This is an optimization exercise on Yosys and OpenROAD, whose aim is small area, a short achievable clock period and few clock cycles per item, not a production implementation.

## job 101
==> module s_box, before the edit <==
module s_box (
    input [3:0] i_sb, output reg [3:0] o_sb
);
    always @(*)
        case (i_sb)
            4'h0: o_sb = 4'hE; 4'h1: o_sb = 4'h4; 4'h2: o_sb = 4'hB; 4'h3: o_sb = 4'h1;
            4'h4: o_sb = 4'h7; 4'h5: o_sb = 4'h9; 4'h6: o_sb = 4'hC; 4'h7: o_sb = 4'hA;
            4'h8: o_sb = 4'hD; 4'h9: o_sb = 4'h2; 4'hA: o_sb = 4'h0; 4'hB: o_sb = 4'hF;
            4'hC: o_sb = 4'h8; 4'hD: o_sb = 4'h5; 4'hE: o_sb = 4'h3; default: o_sb = 4'h6;
        endcase
endmodule
==> module boron_enc, before the edit <==
module boron_enc (
    input  clk, rst, start, input [63:0] plain_text, input [79:0] master_key,
    output reg done, output [63:0] cipher_text
);
    localparam R = 3;
    localparam [4:0] LAST = 25 - R;      
    reg        busy;
    reg [4:0]  c;            
    reg [63:0] x;
    reg [79:0] k;
    wire [63:0] y  [0:R];
    wire [79:0] kk [0:R];
    wire [63:0] sp [0:R-1];
    assign y[0]  = x;
    assign kk[0] = k;
    genvar t;
    generate
        for (t = 0; t < R; t = t + 1) begin : rnd
            wire [63:0] s_in;
            wire [79:0] k_in;
            wire [4:0]  rc;
            if (t == R - 1) begin : entry
                assign k_in = busy ? kk[t] : master_key;
                assign s_in = t == 0 ? (busy ? x : plain_text ^ master_key[63:0])
                                     : ((busy ? sp[t-1] : plain_text) ^ k_in[63:0]);
                assign rc   = busy ? c + t : 5'd0;
            end else begin : mid
                assign k_in = kk[t];
                assign s_in = t == 0 ? x : (sp[t-1] ^ k_in[63:0]);
                assign rc   = c + t;
            end
            add_round_key ark(.i_ark_msg(s_in), .i_ark_key(64'd0), .o_ark_cipher(sp[t]));
            key_scheduler ks(.clk(clk), .rst(rst), .round_counter(rc + 5'd1), .i_ks_oldkey(k_in), .o_ks_newkey(kk[t+1]));
        end
    endgenerate
    always @(posedge clk) begin
        x <= sp[R-1] ^ kk[R][63:0];
        k <= kk[R];
        c <= busy ? c + R : 5'd1;
    end
    always @(posedge clk) begin
        if (!rst) begin
            busy <= 1'b0;
            done <= 1'b0;
        end else begin
            done <= busy && c == LAST;
            if (!busy)
                busy <= start;
            else if (c == LAST)
                busy <= 1'b0;
        end
    end
    assign cipher_text = x;
endmodule
==> flow/config.mk <==
export PLATFORM = sky130hd
export DESIGN_NAME = boron_enc
export DESIGN_NICKNAME = boron_enc
export VERILOG_FILES = /design/flow/design.v
export SDC_FILE = /design/flow/constraint.sdc
export NUM_CORES = 4
export LEC_CHECK = 0
export CAP_MARGIN = 20
export CORE_MARGIN = 2
export CORE_UTILIZATION = 40
export SLEW_MARGIN = 20
==> flow/constraint.sdc <==
create_clock -name core_clock -period 5.0 [get_ports {clk}]
set_input_delay 1.0000 -clock core_clock [delete_from_list [all_inputs] [get_ports {clk}]]
set_output_delay 1.0000 -clock core_clock [all_outputs]
set_load 0.01 [all_outputs]
run.sh (not shown) runs the stock make flow with config.mk's settings and CLKGATE_MAP_FILE= SYNTH_SCRIPT=/design/flow/synth_recipe.tcl, a recipe that flattens the netlist after the stock synthesis.
Job 101 ended with every stage complete and zero timing, DRC or antenna violations.
### job 101 -> job 102
--- a/flow/design.v
+++ b/flow/design.v
@@ -1,14 +1,16 @@
 module s_box (
-    input [3:0] i_sb, output reg [3:0] o_sb
+    input [3:0] i_sb, output [3:0] o_sb
 );
-    always @(*)
-        case (i_sb)
-            4'h0: o_sb = 4'hE; 4'h1: o_sb = 4'h4; 4'h2: o_sb = 4'hB; 4'h3: o_sb = 4'h1;
-            4'h4: o_sb = 4'h7; 4'h5: o_sb = 4'h9; 4'h6: o_sb = 4'hC; 4'h7: o_sb = 4'hA;
-            4'h8: o_sb = 4'hD; 4'h9: o_sb = 4'h2; 4'hA: o_sb = 4'h0; 4'hB: o_sb = 4'hF;
-            4'hC: o_sb = 4'h8; 4'hD: o_sb = 4'h5; 4'hE: o_sb = 4'h3; default: o_sb = 4'h6;
-        endcase
+    assign o_sb[0] = (!i_sb[3]&!i_sb[2]&i_sb[1]) | (!i_sb[2]&i_sb[1]&i_sb[0]) 
+    | (!i_sb[3]&i_sb[2]&!i_sb[1]) | (i_sb[2]&!i_sb[1]&i_sb[0]) | 
+    (i_sb[3]&!i_sb[2]&!i_sb[1]&!i_sb[0]) | (i_sb[3]&i_sb[2]&i_sb[1]&!i_sb[0]);
+    assign o_sb[1] = (!i_sb[3]&!i_sb[2]&!i_sb[0]) | (!i_sb[3]&!i_sb[1]&!i_sb[0]) | (i_sb[2]&i_sb[1]&i_sb[0]) 
+| (i_sb[3]&!i_sb[2]&i_sb[0]) | (i_sb[3]&i_sb[2]&i_sb[1]);
+    assign o_sb[2] = (!i_sb[3]&!i_sb[2]&!i_sb[1]) | (!i_sb[2]&!i_sb[1]&!i_sb[0]) | (!i_sb[3]&i_sb[2]&!i_sb[0]) 
+| (i_sb[3]&i_sb[1]&i_sb[0]) | (i_sb[3]&i_sb[2]&i_sb[0]);
+    assign o_sb[3] = (!i_sb[3]&!i_sb[2]&!i_sb[0]) | (!i_sb[3]&i_sb[1]&!i_sb[0]) | (!i_sb[3]&i_sb[2]&i_sb[0]) 
+| (i_sb[3]&!i_sb[1]&!i_sb[0]) | (i_sb[3]&!i_sb[2]&i_sb[1]&i_sb[0]);
 endmodule
 module block_shuffle (
     input [15:0] i_bs, output [15:0] o_bs
 );
@@ -74,9 +76,9 @@
 module boron_enc (
     input  clk, rst, start, input [63:0] plain_text, input [79:0] master_key,
     output reg done, output [63:0] cipher_text
 );
-    localparam R = 3;
+    localparam R = 2;
     localparam [4:0] LAST = 25 - R;      
     reg        busy;
     reg [4:0]  c;            
     reg [63:0] x;
Notes after the runs:
- Compare job 102 and job 101 | clock network area share higher: job 101
- From job 101 to job 102 the numbers moved as follows: count of instances resized after the clock tree is built fell by 11, pin slew with the least headroom to its limit shows an increase of 0.13 ns, total number of cells along the worst setup path fell 9.
- Between job 102 and job 101, it is job 102 whose maximum fanout encountered on the critical timing path is higher, by 7.
- Worst reg2reg path depth in job 102 is 9 below job 101.
- Compared with job 101, job 102 has extra setup slack.
- met2 global-route usage ended up 3.4 points lower on job 102 than on job 101.
No functional check of the RTL was part of any run of this note.

-- static timing again, ports no longer ideal --
In the flow no input, the clock included, has a driving cell. The finished layouts below were timed again as built, in two steps. Step 1 assumes that a clkbuf_16 drives the clock port and a buf_2 every other input. Step 2 times the ports against the registers' clock, not the clock port: input delays grow and output delays shrink by t, the midpoint of the rising clock arrivals with the driver on. Three values: no drivers, after step 1, after step 2; two values: the first two.
run	t, ns	setup slack, ns	worst setup path at the end	worst data-port slew with drivers (ns)
job 101	0.631	0.084 / 0.084 / 0.084	register to register	0.05
job 102	0.489	1.072 / 1.072 / 0.984	input to register	0.04
After both steps setup and hold are still met in every run listed. The setup slack of job 102, which loses most, moves by 0.000 ns with the drivers and by -0.088 ns with both steps.
